What follows belongs to an exercise in optimizing a design on an open flow for small area and a short achievable clock period; a production flow would make more cautious choices. In this exercise RTL edits were held to simulation tests only and were not proved equivalent to the original.

## flow/design.v (module list and top-level ports; edited modules follow where they fit)
// module booth_enc: 28 lines
// module mult: 1084 lines
// module mult_top: 62 lines
module mult_top(
	input 							clk,
	input							rst_n,
	input							pipe_flush,
	input 			[32-1:0] 	mcand,
	input 			[32-1:0] 	mplier,
	input 			[4:0]	 		func,
	output logic 	[32-1:0] 	result
);
  // ...
==> flow/flow/run.sh <==
#!/bin/bash
# Layout flow: the standard ORFS flow (standard.sh, standard synthesis
# unchanged), with two changes made through ORFS's own variables:
#  - input and output ports are buffered with buf_2 (BUFFER_PORTS_ARGS);
#  - after the placement resize step, the drivers of high-fanout nets are
#    given a stronger drive strength of the same cell (flow/upsize.tcl,
#    run as ORFS's POST_RESIZE_TCL hook).
# Each make run's full output goes to a log file in the work folder; ORFS's
# per-step logs are under orfs/logs/.
set -euo pipefail
W=$(pwd)
bash standard.sh synth > "$W/log_synth.txt" 2>&1
bash standard.sh "BUFFER_PORTS_ARGS=-buffer_cell sky130_fd_sc_hd__buf_2" \
  POST_RESIZE_TCL="$W/flow/upsize.tcl" finish > "$W/log_layout.txt" 2>&1
==> flow/flow/upsize.tcl <==
# Upsize the drivers of high-fanout nets (drive strength only; same cell function).
set lib_cells {}
foreach lc [get_lib_cells */*] { dict set lib_cells [get_name $lc] 1 }
set n 0
foreach inst [get_cells *] {
  set master [get_property $inst ref_name]
  if {![regexp {^(sky130_fd_sc_hd__[a-z0-9]+)_([0-9]+)$} $master -> base drv]} { continue }
  if {[string match "*tapvpwrvgnd*" $master] || [string match "*clkbuf*" $master] && 0} { continue }
  set fo 0
  foreach pin [get_pins -of_objects $inst -filter "direction == output"] {
    set net [get_nets -quiet -of_objects $pin]
    if {$net eq ""} { continue }
    set c [llength [get_pins -quiet -of_objects $net -filter "direction == input"]]
    if {$c > $fo} { set fo $c }
  }
  set want ""
  if {$fo >= 14} { set want 4 } elseif {$fo >= 6} { set want 2 }
  if {$want ne "" && $drv < $want && [dict exists $lib_cells ${base}_$want]} {
    replace_cell $inst ${base}_$want
    incr n
  }
}
puts "upsize.tcl: resized $n instances"
==> flow/standard.sh <==
#!/bin/bash
# synth_recipe.tcl (not shown) runs the flow's synth.tcl, then flattens the netlist and writes it again
# the make line also repeats each setting of config.mk as NAME=value (left out here)
make -C /OpenROAD-flow-scripts/flow DESIGN_CONFIG=/design/flow/config.mk WORK_HOME=/design/flow/orfs CLKGATE_MAP_FILE= SYNTH_SCRIPT=/design/flow/synth_recipe.tcl "${@:-finish}"
==> flow/config.mk <==
export PLATFORM = sky130hd
export DESIGN_NAME = mult_top
export DESIGN_NICKNAME = mult_top
export VERILOG_FILES = /design/flow/design.v
export SDC_FILE = /design/flow/constraint.sdc
export NUM_CORES = 4
export LEC_CHECK = 0
export ABC_AREA = 1
export CAP_MARGIN = 20
export CORE_MARGIN = 2
export CORE_UTILIZATION = 30
export PLACE_DENSITY = 0.45
export SLEW_MARGIN = 20
==> flow/constraint.sdc <==
create_clock -name core_clock -period 13.0 [get_ports {clk}]
set_input_delay 2.6000 -clock core_clock [delete_from_list [all_inputs] [get_ports {clk}]]
set_output_delay 2.6000 -clock core_clock [all_outputs]
set_load 0.01 [all_outputs]
==> qor.txt, run 1 <==
crit path time final: 5.617 ns
CP peak stage delay: 0.37 ns
Top Registers: x_d1 (44), y_d1 (44)
vias per inst: 5.888
sequential cell count: 213
cell with the most instances after synthesis: inv_1
First-pass DRT Iterations: 9
M2 GR Usage: 0.4271
multi-input combinational area share: 0.6766
RR Startpoint: s1_d0[0]
CTS clock-pin slew for the worst setup and hold paths: 0.06 ns
crit path DAT: 3.02 ns
Core Rows: 114
status: complete, no violations
worst skew pair latency: 0.60 ns
Synth Area in Adders: 0.2531
chip height: 316.1 um
worst-path fanout max: 4
CTS tree: built
post-layout net count: 4,093
Finished Cell Area: 31,480 um^2
die area: 99,940 um^2
initial antenna violation count: 4
Max clock buf depth: 3
Routed Antenna Nets: 0
Post-Synth Simple-Gate Area: 0.1090
R2R setup slack: 7.79 ns
dominant kind of cell: multi-input combinational cells
CP Buf/Inv Count: 2
Met1 Wirelength: 57,500 um
PnR worst setup slack: 7.383 ns
Non-clk bufs: 189
Worst R2R End: cin_d1
Core Box Area: 96,570 um^2
H-tree levels: 1
Post-Syn Area per Cell: 7.849 um^2
reg2reg path depth: 22
GR Util met1: 0.3699
WL/cell: 29.79 um
==> module mult_top, before the edit <==
module mult_top(
	input 							clk,
	input							rst_n,
	input							pipe_flush,
	input 			[32-1:0] 	mcand,
	input 			[32-1:0] 	mplier,
	input 			[4:0]	 		func,
	output logic 	[32-1:0] 	result
);
	localparam [4:0] ALU_MUL    = 5'h0a;
	localparam [4:0] ALU_MULH   = 5'h0b;
	localparam [4:0] ALU_MULHSU = 5'h0c;
	localparam [4:0] ALU_MULHU  = 5'h0d;
	wire is_mul   = (func == ALU_MUL) | (func == ALU_MULH) | (func == ALU_MULHSU) | (func == ALU_MULHU);
	wire a_signed = (func != ALU_MULHU);
	wire b_signed = (func == ALU_MUL) | (func == ALU_MULH);
	wire want_hi  = (func != ALU_MUL);
	wire [32:0] a_ext = {mcand[31] & a_signed, mcand};
	wire [32:0] b_ext = {mplier[31] & b_signed, mplier};
	wire [34:1] a3;
	wire [10:0] neg, s1, s2, s3, s4;
	booth_enc u_booth(.a(a_ext), .b(b_ext), .t(a3), .neg(neg), .s1(s1), .s2(s2), .s3(s3), .s4(s4));
	logic        valid_d0, hi_d0;
	logic [32:0] a_d0;
	logic [34:1] a3_d0;
	logic [10:0] neg_d0, s1_d0, s2_d0, s3_d0, s4_d0;
	wire [43:0] x_n, y_n;
	wire        cin_n;
	mult u_mult(.a_q(a_d0), .t_q(a3_d0), .neg_q(neg_d0),
		.s1_q(s1_d0), .s2_q(s2_d0), .s3_q(s3_d0), .s4_q(s4_d0), .hi_q(hi_d0),
		.x_n(x_n), .y_n(y_n), .cin_n(cin_n));
	logic        valid_d1;
	logic [43:0] x_d1, y_d1;
	logic        cin_d1;
	always @(posedge clk or negedge rst_n) begin
		if (~rst_n) begin
			valid_d0 <= 1'b0;
			valid_d1 <= 1'b0;
		end else if (pipe_flush) begin
			valid_d0 <= 1'b0;
			valid_d1 <= 1'b0;
		end else begin
			valid_d0 <= is_mul;
			valid_d1 <= valid_d0;
		end
	end
	always @(posedge clk) begin
		a_d0   <= a_ext;
		a3_d0  <= a3;
		neg_d0 <= neg;
		s1_d0  <= s1;
		s2_d0  <= s2;
		s3_d0  <= s3;
		s4_d0  <= s4;
		hi_d0  <= want_hi;
		x_d1   <= x_n;
		y_d1   <= y_n;
		cin_d1 <= cin_n;
	end
	wire [43:0] sum = x_d1 + y_d1 + {43'b0, cin_d1};
	assign result = valid_d1 ? sum[43:12] : 32'hfacebeec;
endmodule
==> run 2, diff against run 1 <==
--- a/flow/design.v
+++ b/flow/design.v
@@ -31,19 +31,19 @@
 	input  [32:0] a_q,
 	input  [34:1] t_q,
 	input  [10:0] neg_q,
 	input  [10:0] s1_q,
 	input  [10:0] s2_q,
 	input  [10:0] s3_q,
 	input  [10:0] s4_q,
 	input         hi_q,
-	output [43:0] x_n,
-	output [43:0] y_n,
-	output        cin_n
+	output [31:0] s0_n,
+	output [15:0] g_n,
+	output [2:0] c_n
 );
 	wire pp1 = ((s1_q[0] & a_q[0]) | (s3_q[0] & a_q[0])) ^ neg_q[0];
 	wire pp2 = ((s1_q[0] & a_q[1]) | (s3_q[0] & t_q[1]) | (s2_q[0] & a_q[0])) ^ neg_q[0];
 	wire pp3 = ((s1_q[0] & a_q[2]) | (s3_q[0] & t_q[2]) | (s2_q[0] & a_q[1]) | (s4_q[0] & a_q[0])) ^ neg_q[0];
 	wire pp4 = ((s1_q[0] & a_q[3]) | (s3_q[0] & t_q[3]) | (s2_q[0] & a_q[2]) | (s4_q[0] & a_q[1])) ^ neg_q[0];
 	wire pp5 = ((s1_q[0] & a_q[4]) | (s3_q[0] & t_q[4]) | (s2_q[0] & a_q[3]) | (s4_q[0] & a_q[2])) ^ neg_q[0];
 	wire pp6 = ((s1_q[0] & a_q[5]) | (s3_q[0] & t_q[5]) | (s2_q[0] & a_q[4]) | (s4_q[0] & a_q[3])) ^ neg_q[0];
 	wire pp7 = ((s1_q[0] & a_q[6]) | (s3_q[0] & t_q[6]) | (s2_q[0] & a_q[5]) | (s4_q[0] & a_q[4])) ^ neg_q[0];
@@ -1101,20 +1101,192 @@
 	wire s1059 = pp350 ^ pp382 ^ c1056;
 	wire c1060 = (pp350 & pp382) | (pp350 & c1056) | (pp382 & c1056);
 	wire s1061 = 1'b1 ^ pp383 ^ c1060;
 	wire c1062 = (1'b1 & pp383) | (1'b1 & c1060) | (pp383 & c1060);
 	wire s1063 = 1'b1 ^ pp384 ^ c1062;
 	wire c1064 = (1'b1 & pp384) | (1'b1 & c1062) | (pp384 & c1062);
 	wire [63:0] px = {s1063, s1061, c1058, s1057, s1053, c1046, c1040, s1039, c1028, c1020, s1019, c1004, s1003, c984, c974, c962, c950, c938, c924, c910, c896, c880, c864, c848, c830, c812, c794, c774, c754, c734, c714, c694, c674, c654, c636, s633, c600, c584, c568, c552, c538, c524, c510, c498, c486, s485, c464, s463, c444, s443, s435, c420, s419, s413, s407, c398, s397, s393, s389, s387, s385, pp3, pp2, pp1};
 	wire [63:0] py = {1'b0, 1'b0, s1059, 1'b0, 1'b0, s1049, s1045, 1'b0, s1033, s1027, 1'b0, s1011, 1'b0, s993, s983, s973, s961, s949, s937, s923, s909, s895, s879, s863, s847, s829, s811, s793, s773, s753, s733, s713, s693, s673, s653, s635, s617, s599, s583, s567, s551, s537, s523, s509, s497, 1'b0, s473, 1'b0, s453, 1'b0, 1'b0, s427, 1'b0, 1'b0, 1'b0, s401, 1'b0, 1'b0, 1'b0, 1'b0, 1'b0, 1'b0, 1'b0, neg_q[0]};
+	wire [31:0] xs = hi_q ? px[63:32] : px[31:0];
+	wire [31:0] ys = hi_q ? py[63:32] : py[31:0];
 	wire [20:0] low_sum = {1'b0, px[19:0]} + {1'b0, py[19:0]};
-	assign cin_n = hi_q & low_sum[20];
-	assign x_n = hi_q ? px[63:20] : {px[31:0], 12'b0};
-	assign y_n = hi_q ? py[63:20] : {py[31:0], 12'b0};
+	wire [12:0] mid_sum = {1'b0, px[31:20]} + {1'b0, py[31:20]};
+	wire mid_p = &(px[31:20] ^ py[31:20]);
+	assign c_n = {hi_q & mid_sum[12], hi_q & mid_p, low_sum[20]};
+	wire [2:0] bs0 = {1'b0, xs[1:0]} + {1'b0, ys[1:0]};
+	assign s0_n[1:0] = bs0[1:0];
+	assign g_n[0] = bs0[2];
+	wire [2:0] bs1 = {1'b0, xs[3:2]} + {1'b0, ys[3:2]};
+	assign s0_n[3:2] = bs1[1:0];
+	assign g_n[1] = bs1[2];
+	wire [2:0] bs2 = {1'b0, xs[5:4]} + {1'b0, ys[5:4]};
+	assign s0_n[5:4] = bs2[1:0];
+	assign g_n[2] = bs2[2];
+	wire [2:0] bs3 = {1'b0, xs[7:6]} + {1'b0, ys[7:6]};
+	assign s0_n[7:6] = bs3[1:0];
+	assign g_n[3] = bs3[2];
+	wire [2:0] bs4 = {1'b0, xs[9:8]} + {1'b0, ys[9:8]};
+	assign s0_n[9:8] = bs4[1:0];
+	assign g_n[4] = bs4[2];
+	wire [2:0] bs5 = {1'b0, xs[11:10]} + {1'b0, ys[11:10]};
+	assign s0_n[11:10] = bs5[1:0];
+	assign g_n[5] = bs5[2];
+	wire [2:0] bs6 = {1'b0, xs[13:12]} + {1'b0, ys[13:12]};
+	assign s0_n[13:12] = bs6[1:0];
+	assign g_n[6] = bs6[2];
+	wire [2:0] bs7 = {1'b0, xs[15:14]} + {1'b0, ys[15:14]};
+	assign s0_n[15:14] = bs7[1:0];
+	assign g_n[7] = bs7[2];
+	wire [2:0] bs8 = {1'b0, xs[17:16]} + {1'b0, ys[17:16]};
+	assign s0_n[17:16] = bs8[1:0];
+	assign g_n[8] = bs8[2];
+	wire [2:0] bs9 = {1'b0, xs[19:18]} + {1'b0, ys[19:18]};
+	assign s0_n[19:18] = bs9[1:0];
+	assign g_n[9] = bs9[2];
+	wire [2:0] bs10 = {1'b0, xs[21:20]} + {1'b0, ys[21:20]};
+	assign s0_n[21:20] = bs10[1:0];
+	assign g_n[10] = bs10[2];
+	wire [2:0] bs11 = {1'b0, xs[23:22]} + {1'b0, ys[23:22]};
+	assign s0_n[23:22] = bs11[1:0];
+	assign g_n[11] = bs11[2];
+	wire [2:0] bs12 = {1'b0, xs[25:24]} + {1'b0, ys[25:24]};
+	assign s0_n[25:24] = bs12[1:0];
+	assign g_n[12] = bs12[2];
+	wire [2:0] bs13 = {1'b0, xs[27:26]} + {1'b0, ys[27:26]};
+	assign s0_n[27:26] = bs13[1:0];
+	assign g_n[13] = bs13[2];
+	wire [2:0] bs14 = {1'b0, xs[29:28]} + {1'b0, ys[29:28]};
+	assign s0_n[29:28] = bs14[1:0];
+	assign g_n[14] = bs14[2];
+	wire [2:0] bs15 = {1'b0, xs[31:30]} + {1'b0, ys[31:30]};
+	assign s0_n[31:30] = bs15[1:0];
+	assign g_n[15] = bs15[2];
+endmodule
+module mult_res(
+	input  [31:0] s0_q,
+	input  [15:0] g_q,
+	input  [2:0] c_q,
+	output [31:0] sum
+);
+	wire c_in = c_q[2] | (c_q[1] & c_q[0]);
+	wire p0 = &s0_q[1:0];
+	wire p1 = &s0_q[3:2];
+	wire p2 = &s0_q[5:4];
+	wire p3 = &s0_q[7:6];
+	wire p4 = &s0_q[9:8];
+	wire p5 = &s0_q[11:10];
+	wire p6 = &s0_q[13:12];
+	wire p7 = &s0_q[15:14];
+	wire p8 = &s0_q[17:16];
+	wire p9 = &s0_q[19:18];
+	wire p10 = &s0_q[21:20];
+	wire p11 = &s0_q[23:22];
+	wire p12 = &s0_q[25:24];
+	wire p13 = &s0_q[27:26];
+	wire p14 = &s0_q[29:28];
+	wire p15 = &s0_q[31:30];
+	wire pg0_1 = g_q[0] | (p0 & c_in);
+	wire pg0_3 = g_q[2] | (p2 & g_q[1]);
+	wire pp0_3 = p2 & p1;
+	wire pg0_5 = g_q[4] | (p4 & g_q[3]);
+	wire pp0_5 = p4 & p3;
+	wire pg0_7 = g_q[6] | (p6 & g_q[5]);
+	wire pp0_7 = p6 & p5;
+	wire pg0_9 = g_q[8] | (p8 & g_q[7]);
+	wire pp0_9 = p8 & p7;
+	wire pg0_11 = g_q[10] | (p10 & g_q[9]);
+	wire pp0_11 = p10 & p9;
+	wire pg0_13 = g_q[12] | (p12 & g_q[11]);
+	wire pp0_13 = p12 & p11;
+	wire pg0_15 = g_q[14] | (p14 & g_q[13]);
+	wire pp0_15 = p14 & p13;
+	wire pg1_2 = g_q[1] | (p1 & pg0_1);
+	wire pg1_3 = pg0_3 | (pp0_3 & pg0_1);
+	wire pg1_6 = g_q[5] | (p5 & pg0_5);
+	wire pp1_6 = p5 & pp0_5;
+	wire pg1_7 = pg0_7 | (pp0_7 & pg0_5);
+	wire pp1_7 = pp0_7 & pp0_5;
+	wire pg1_10 = g_q[9] | (p9 & pg0_9);
+	wire pp1_10 = p9 & pp0_9;
+	wire pg1_11 = pg0_11 | (pp0_11 & pg0_9);
+	wire pp1_11 = pp0_11 & pp0_9;
+	wire pg1_14 = g_q[13] | (p13 & pg0_13);
+	wire pp1_14 = p13 & pp0_13;
+	wire pg1_15 = pg0_15 | (pp0_15 & pg0_13);
+	wire pp1_15 = pp0_15 & pp0_13;
+	wire pg2_4 = g_q[3] | (p3 & pg1_3);
+	wire pg2_5 = pg0_5 | (pp0_5 & pg1_3);
+	wire pg2_6 = pg1_6 | (pp1_6 & pg1_3);
+	wire pg2_7 = pg1_7 | (pp1_7 & pg1_3);
+	wire pg2_12 = g_q[11] | (p11 & pg1_11);
+	wire pp2_12 = p11 & pp1_11;
+	wire pg2_13 = pg0_13 | (pp0_13 & pg1_11);
+	wire pp2_13 = pp0_13 & pp1_11;
+	wire pg2_14 = pg1_14 | (pp1_14 & pg1_11);
+	wire pp2_14 = pp1_14 & pp1_11;
+	wire pg2_15 = pg1_15 | (pp1_15 & pg1_11);
+	wire pp2_15 = pp1_15 & pp1_11;
+	wire pg3_8 = g_q[7] | (p7 & pg2_7);
+	wire pg3_9 = pg0_9 | (pp0_9 & pg2_7);
+	wire pg3_10 = pg1_10 | (pp1_10 & pg2_7);
+	wire pg3_11 = pg1_11 | (pp1_11 & pg2_7);
+	wire pg3_12 = pg2_12 | (pp2_12 & pg2_7);
+	wire pg3_13 = pg2_13 | (pp2_13 & pg2_7);
+	wire pg3_14 = pg2_14 | (pp2_14 & pg2_7);
+	wire pg3_15 = pg2_15 | (pp2_15 & pg2_7);
+	wire pg4_16 = g_q[15] | (p15 & pg3_15);
+	wire cb0 = c_in;
+	wire cb1 = pg0_1;
+	wire cb2 = pg1_2;
+	wire cb3 = pg1_3;
+	wire cb4 = pg2_4;
+	wire cb5 = pg2_5;
+	wire cb6 = pg2_6;
+	wire cb7 = pg2_7;
+	wire cb8 = pg3_8;
+	wire cb9 = pg3_9;
+	wire cb10 = pg3_10;
+	wire cb11 = pg3_11;
+	wire cb12 = pg3_12;
+	wire cb13 = pg3_13;
+	wire cb14 = pg3_14;
+	wire cb15 = pg3_15;
+	assign sum[0] = s0_q[0] ^ cb0;
+	assign sum[1] = s0_q[1] ^ (cb0 & (&s0_q[0:0]));
+	assign sum[2] = s0_q[2] ^ cb1;
+	assign sum[3] = s0_q[3] ^ (cb1 & (&s0_q[2:2]));
+	assign sum[4] = s0_q[4] ^ cb2;
+	assign sum[5] = s0_q[5] ^ (cb2 & (&s0_q[4:4]));
+	assign sum[6] = s0_q[6] ^ cb3;
+	assign sum[7] = s0_q[7] ^ (cb3 & (&s0_q[6:6]));
+	assign sum[8] = s0_q[8] ^ cb4;
+	assign sum[9] = s0_q[9] ^ (cb4 & (&s0_q[8:8]));
+	assign sum[10] = s0_q[10] ^ cb5;
+	assign sum[11] = s0_q[11] ^ (cb5 & (&s0_q[10:10]));
+	assign sum[12] = s0_q[12] ^ cb6;
+	assign sum[13] = s0_q[13] ^ (cb6 & (&s0_q[12:12]));
+	assign sum[14] = s0_q[14] ^ cb7;
+	assign sum[15] = s0_q[15] ^ (cb7 & (&s0_q[14:14]));
+	assign sum[16] = s0_q[16] ^ cb8;
+	assign sum[17] = s0_q[17] ^ (cb8 & (&s0_q[16:16]));
+	assign sum[18] = s0_q[18] ^ cb9;
+	assign sum[19] = s0_q[19] ^ (cb9 & (&s0_q[18:18]));
+	assign sum[20] = s0_q[20] ^ cb10;
+	assign sum[21] = s0_q[21] ^ (cb10 & (&s0_q[20:20]));
+	assign sum[22] = s0_q[22] ^ cb11;
+	assign sum[23] = s0_q[23] ^ (cb11 & (&s0_q[22:22]));
+	assign sum[24] = s0_q[24] ^ cb12;
+	assign sum[25] = s0_q[25] ^ (cb12 & (&s0_q[24:24]));
+	assign sum[26] = s0_q[26] ^ cb13;
+	assign sum[27] = s0_q[27] ^ (cb13 & (&s0_q[26:26]));
+	assign sum[28] = s0_q[28] ^ cb14;
+	assign sum[29] = s0_q[29] ^ (cb14 & (&s0_q[28:28]));
+	assign sum[30] = s0_q[30] ^ cb15;
+	assign sum[31] = s0_q[31] ^ (cb15 & (&s0_q[30:30]));
 endmodule
 `timescale 1ns/100ps
 module mult_top(
 	input 							clk,
 	input							rst_n,
 	input							pipe_flush,
 	input 			[32-1:0] 	mcand,
 	input 			[32-1:0] 	mplier,
@@ -1133,24 +1305,26 @@
 	wire [32:0] b_ext = {mplier[31] & b_signed, mplier};
 	wire [34:1] a3;
 	wire [10:0] neg, s1, s2, s3, s4;
 	booth_enc u_booth(.a(a_ext), .b(b_ext), .t(a3), .neg(neg), .s1(s1), .s2(s2), .s3(s3), .s4(s4));
 	logic        valid_d0, hi_d0;
 	logic [32:0] a_d0;
 	logic [34:1] a3_d0;
 	logic [10:0] neg_d0, s1_d0, s2_d0, s3_d0, s4_d0;
-	wire [43:0] x_n, y_n;
-	wire        cin_n;
+	wire [31:0] s0_n;
+	wire [15:0] g_n;
+	wire [2:0] c_n;
 	mult u_mult(.a_q(a_d0), .t_q(a3_d0), .neg_q(neg_d0),
 		.s1_q(s1_d0), .s2_q(s2_d0), .s3_q(s3_d0), .s4_q(s4_d0), .hi_q(hi_d0),
-		.x_n(x_n), .y_n(y_n), .cin_n(cin_n));
+		.s0_n(s0_n), .g_n(g_n), .c_n(c_n));
 	logic        valid_d1;
-	logic [43:0] x_d1, y_d1;
-	logic        cin_d1;
+	logic [31:0] s0_d1;
+	logic [15:0] g_d1;
+	logic [2:0] c_d1;
 	always @(posedge clk or negedge rst_n) begin
 		if (~rst_n) begin
 			valid_d0 <= 1'b0;
 			valid_d1 <= 1'b0;
 		end else if (pipe_flush) begin
 			valid_d0 <= 1'b0;
 			valid_d1 <= 1'b0;
 		end else begin
@@ -1162,15 +1336,16 @@
 		a_d0   <= a_ext;
 		a3_d0  <= a3;
 		neg_d0 <= neg;
 		s1_d0  <= s1;
 		s2_d0  <= s2;
 		s3_d0  <= s3;
 		s4_d0  <= s4;
 		hi_d0  <= want_hi;
-		x_d1   <= x_n;
-		y_d1   <= y_n;
-		cin_d1 <= cin_n;
+		s0_d1  <= s0_n;
+		g_d1   <= g_n;
+		c_d1   <= c_n;
 	end
-	wire [43:0] sum = x_d1 + y_d1 + {43'b0, cin_d1};
-	assign result = valid_d1 ? sum[43:12] : 32'hfacebeec;
+	wire [31:0] sum;
+	mult_res u_res(.s0_q(s0_d1), .g_q(g_d1), .c_q(c_d1), .sum(sum));
+	assign result = valid_d1 ? sum : 32'hfacebeec;
 endmodule
==> flow/flow/run.sh (replaced) <==
#!/bin/bash
# Layout flow: the standard ORFS flow (standard.sh, standard synthesis
# unchanged), with two changes made through ORFS's own variables:
#  - input and output ports are buffered with buf_2 (BUFFER_PORTS_ARGS);
#  - after the placement resize step, the drivers of high-fanout nets are
#    and of nets whose slew is over 0.45 ns are given a stronger drive
#    strength of the same cell (flow/upsize.tcl,
#    run as ORFS's POST_RESIZE_TCL hook).
# Each make run's full output goes to a log file in the work folder; ORFS's
# per-step logs are under orfs/logs/.
set -euo pipefail
W=$(pwd)
bash standard.sh synth > "$W/log_synth.txt" 2>&1
bash standard.sh "BUFFER_PORTS_ARGS=-buffer_cell sky130_fd_sc_hd__buf_2" \
  POST_RESIZE_TCL="$W/flow/upsize.tcl" finish > "$W/log_layout.txt" 2>&1
==> flow/flow/upsize.tcl (replaced) <==
# Upsize (drive strength only, same function and footprint family) the drivers
# of high-fanout or slow-slewing nets.
set lib_cells {}
foreach lc [get_lib_cells */*] { dict set lib_cells [get_name $lc] 1 }
proc next_size {master lib_cells} {
  if {![regexp {^(sky130_fd_sc_hd__[a-z0-9]+)_([0-9]+)$} $master -> base drv]} { return "" }
  foreach d {1 2 4} {
    if {$d > $drv && [dict exists $lib_cells ${base}_$d]} { return ${base}_$d }
  }
  return ""
}
set total 0
for {set pass 0} {$pass < 3} {incr pass} {
  set n 0
  foreach inst [get_cells *] {
    set master [get_property $inst ref_name]
    if {[string match "*tap*" $master] || [string match "*fill*" $master] || [string match "*clkbuf*" $master] || [string match "*conb*" $master]} { continue }
    set worst 0.0
    set fo 0
    foreach pin [get_pins -of_objects $inst -filter "direction == output"] {
      set s [get_property $pin slew_max]
      if {$s > $worst} { set worst $s }
      set net [get_nets -quiet -of_objects $pin]
      if {$net ne ""} {
        set c [llength [get_pins -quiet -of_objects $net -filter "direction == input"]]
        if {$c > $fo} { set fo $c }
      }
    }
    set want 0
    if {$fo >= 14} { set want 4 } elseif {$fo >= 6} { set want 2 }
    regexp {_([0-9]+)$} $master -> drv
    if {$drv < $want || $worst > 0.45} {
      set nm [next_size $master $lib_cells]
      if {$nm ne ""} { replace_cell $inst $nm; incr n }
    }
  }
  incr total $n
  puts "upsize pass $pass: resized $n instances"
  if {$n == 0} { break }
}
puts "upsize: resized $total instances in all"
==> run 2 against run 1 <==
Against the previous run:
- wire length down 8.7%
- still clean
- clock skew down 0.00064 ns
- maximum frequency up 6.5%
- via count down 4.9%
- cell area down 4.0%
- non-clock buffer count up 8
- critical path type is now reg -> reg
- synthesized cell count up 2.7%
- register-to-register slack worse by 0.06 ns
- hold slack better by 0.0080 ns
- sequential share of layout area down 2.2 points
- cell count up 1.7%
==> qor.txt, run 2 <==
status: complete, no violations (unchanged)
Post-Syn Instances: 3,825 (was 3,724)
Worst EP required: 13.40 ns (was 10.40 ns)
CTS tree: built (unchanged)
CP Launch Type: register (unchanged)
top_reg_cell synth: dfxtp_1 (unchanged)
Sink Count: 174 (was 213)
Synth cell types: 44 (was 49)
Setup Crit Path Kind: reg -> reg (was reg -> out)
Top Registers: a3_d0 (33), a_d0 (33), s0_d1 (32) (was x_d1 (44), y_d1 (44))
DR iter-0 viols: 3,491 (was 3,957)
sequential fraction of the synthesis area: 0.1243 (was 0.1462)
Yosys warning count: 1 (unchanged)
Slew @ Worst Pin: 0.6644 ns (was 0.9457 ns)
Post-Syn Area per Cell: 7.349 um^2 (was 7.849 um^2)
CP endpoint kind: register (was output port)
pins over their slew limit: 0 (unchanged)
Final HPWL DP: 94,750 um (was 105,000 um)
post-layout net count: 4,224 (was 4,093)
Final Cycle Share: 0.4056 (was 0.4321)
final wirelength: 133,300 um (was 146,000 um)
largest net degree at the start of global routing: 61 (was 95)
GR Util All Layers: 0.2752 (was 0.2881)
RSZ-0062 raised after global routing: no (unchanged)
H-tree levels: 4 (was 1)
crit path DAT: 5.67 ns (was 3.02 ns)
Starting Density: 0.3021 (was 0.3027)
PnR worst setup slack: 7.728 ns (was 7.383 ns)
max_slew headroom: 0.5570 (was 0.3695)
Max clock buf depth: 2 (was 3)
Fin Setup TNS: 0 ns (unchanged)
worst min path class: reg -> reg (unchanged)
Horiz. Die Dim: 310.1 um (was 316.1 um)
commonest non-fill, non-tap cell in the layout: o22ai_1 (was inv_1)
Setup WS pre-CTS: 7.828 ns (was 7.975 ns)
CTS clock-pin slew for the worst setup and hold paths: 0.08 ns (was 0.06 ns)
WL/cell: 26.73 um (was 29.79 um)
maxcap violations: 0 (unchanged)
root buffer cell: clkbuf_16 (unchanged)
vias per inst: 5.501 (was 5.888)
commonest non-fill, non-tap cells in the layout: 659 x o22ai_1, 545 x inv_1, 468 x nand2_1 (was 492 x inv_1, 413 x nand2_1, 400 x xor2_1)
post-synth top area share: 0.2151 (was 0.1966)
Layout area overhead: 7.549% (was 7.693%)
chip height: 310.1 um (was 316.1 um)
crit path time final: 5.272 ns (was 5.617 ns)
Final Hold Fails: 0 (unchanged)
reg2reg path depth: 15 (was 22)
initial antenna violation count: 4 (unchanged)
Final GP Congestion: 0.9622 (was 0.9979)
post-synth top area cell: fa_1 (unchanged)
first-pass GRT wire length: 190,800 um (was 209,100 um)
Synth Cell Area: 28,110 um^2 (was 29,230 um^2)
top cells by area in the synthesized netlist: fa_1 22%, o22ai_1 15%, dfxtp_1 12% (was fa_1 20%, dfxtp_1 14%, xor2_1 12%)
# fillers: 10,220 (was 10,450)
Max Clk Rate: 0.1897 GHz (was 0.1780 GHz)
vias: 27,420 (was 28,850)
share of cells above drive strength 1: 0.09759 (was 0.1134)
skew final: 0.01850 ns (was 0.01914 ns)
worst-path fanout max: 24 (was 4)
number of port buffers: 103 (unchanged)
net count after synthesis: 4,332 (was 4,215)
Yosys reg bits: 174 (was 213)
I/O pins: 104 (unchanged)
die area: 96,160 um^2 (was 99,940 um^2)
top post-synthesis cells by count: 659 x o22ai_1, 592 x inv_1, 468 x nand2_1, 439 x nor2_1, 393 x xor2_1 (was 567 x inv_1, 413 x nand2_1, 400 x xor2_1, 349 x a221oi_1, 341 x o22ai_1)
First-pass DRT Iterations: 7 (was 9)
drt drc: 0 (unchanged)
cts hold-fix bufs: 0 (unchanged)
vias in the first global route: 26,340 (was 28,530)
cts bufs inserted: 17 (was 27)
Hold Crit Depth: 2 (unchanged)
Core Box Area: 93,050 um^2 (was 96,570 um^2)
Core Rows: 112 (was 114)
cell with the most instances after synthesis: o22ai_1 (was inv_1)
final setup fails: 0 (unchanged)
FFs w/ async S/R, synth: 0.01149 (was 0.009390)
post-CTS setup buffer count: 0 (unchanged)
hold_ws: 0.4655 ns (was 0.4576 ns)
post_cts resized: 0 (unchanged)
EDFF count, synth: 0 (unchanged)
gr ovfl total: 0 (unchanged)
worst skew pair latency: 0.52 ns (was 0.60 ns)
Routed Antenna Nets: 0 (unchanged)
==> run 2: cell types whose count changed after synthesis, sizes merged, moves of 15 or more <==
cell,change
a21oi,-91
a221oi,-331
buf,+98
clkbuf,-114
dfxtp,-39
fa,+15
inv,+25
nand2,+46
nand3,-30
nor2,+268
o21ai,-31
o22ai,+318
or2,+20
==> run 2: final cells by class <==
cell class | count | area [um^2] | share of cell area
well taps | 1254 | 1569 | 0.05190
inverters | 608 | 2336 | 0.07727
repair buffers | 197 | 1221 | 0.04039
flip-flops and latches | 174 | 3505 | 0.1159
clock inverters | 14 | 163.9 | 0.005422
diodes | 1 | 2.502 | 0.00008277
multi-input cells | 2719 | 20980 | 0.6941
clock buffers | 18 | 450.4 | 0.01490
==> run 2: critical path: stages (launching register included) <==
cell	delay, ns
dfxtp_1	0.31
buf_4	0.43
clkinv_2	0.46
xor2_1	0.51
fa_1	0.26
inv_1	0.08
fa_1	0.47
fa_1	0.48
fa_1	0.50
fa_1	0.38
inv_1	0.08
fa_1	0.41
nand2_1	0.08
inv_1	0.06
ha_1	0.20
fa_1	0.42
==> run 2: cells by family (layout without fill, tap and decap cells) <==
| kind of cell | after synthesis | in the layout | synth area share |
|---|---|---|---|
| AND/OR/NAND/NOR | 1029 | 1029 | 0.1464 |
| buffers and inverters | 932 | 837 | 0.1372 |
| AO/OA/AOI/OAI | 810 | 810 | 0.1790 |
| XOR/XNOR | 441 | 441 | 0.1374 |
| adder cells (fa/ha/maj) | 435 | 435 | 0.2743 |
| flip-flops | 174 | 174 | 0.1243 |
| multiplexers | 4 | 4 | 0.001424 |
| other | 0 | 1 | 0 |
==> run 2: path summary, 6_finish.rpt <==
path	from	endpoint	slack, ns
min in group asynchronous	rst_n	valid_d0	1.85
worst min register to register	valid_d0	valid_d1	0.47
worst max-delay path	neg_d0[4]	s0_d1[3]	7.73
worst min-delay path	valid_d0	valid_d1	0.47
max in group asynchronous	rst_n	valid_d1	11.05
worst max register to register	neg_d0[4]	s0_d1[3]	7.73
==> run 2: metal layers <==
| layer | vias up | share of wire | routed length (um) | GRT usage |
|---|---|---|---|---|
| li1 | 12180 | - | - | - |
| met1 | 13150 | 0.41 | 55200 | 0.3703 |
| met2 | 1746 | 0.41 | 54060 | 0.3932 |
| met3 | 337 | 0.12 | 16150 | 0.08711 |
| met4 | 6 | 0.058 | 7791 | 0.1405 |
| met5 | - | 0.00035 | 47 | 0 |
==> run 2: stage by stage <==
stage	cells	instance area (um^2)	utilization
floorplan	3825	28110	-
global placement	4952	29330	0.3152
detailed placement	4952	29610	0.3183
CTS	4984	30230	0.3249
global route	4985	30230	0.3249
finish	4985	30230	0.3249

==> port drivers added, routing unchanged <==
In the flow no input, the clock included, has a driving cell. The finished layouts below were timed again as built, in two steps. Step 1 (the two cells are an assumption about what drives the block):
set clk [get_ports {clk}]
set_driving_cell -lib_cell sky130_fd_sc_hd__clkbuf_16 $clk
set_driving_cell -lib_cell sky130_fd_sc_hd__buf_2 [delete_from_list [all_inputs] $clk]
Step 2 adds t to the input delays and takes it off the output delays; t is the mean of the earliest and latest rising clock arrival at the registers after step 1. Input paths then give back, and output paths get back, about the clock's delay inside the block. Slacks: ideal / step 1 / step 2; pairs: ideal / step 1.
run	t (ns)	slack for setup (ns)	worst setup path at the end	worst slew at a driven data input, ns
run 1	0.661	7.383 / 7.316 / 7.786	register to register	0.04
run 2	0.577	7.728 / 7.728 / 7.728	register to register	0.04
After both steps every run listed still meets setup and hold.
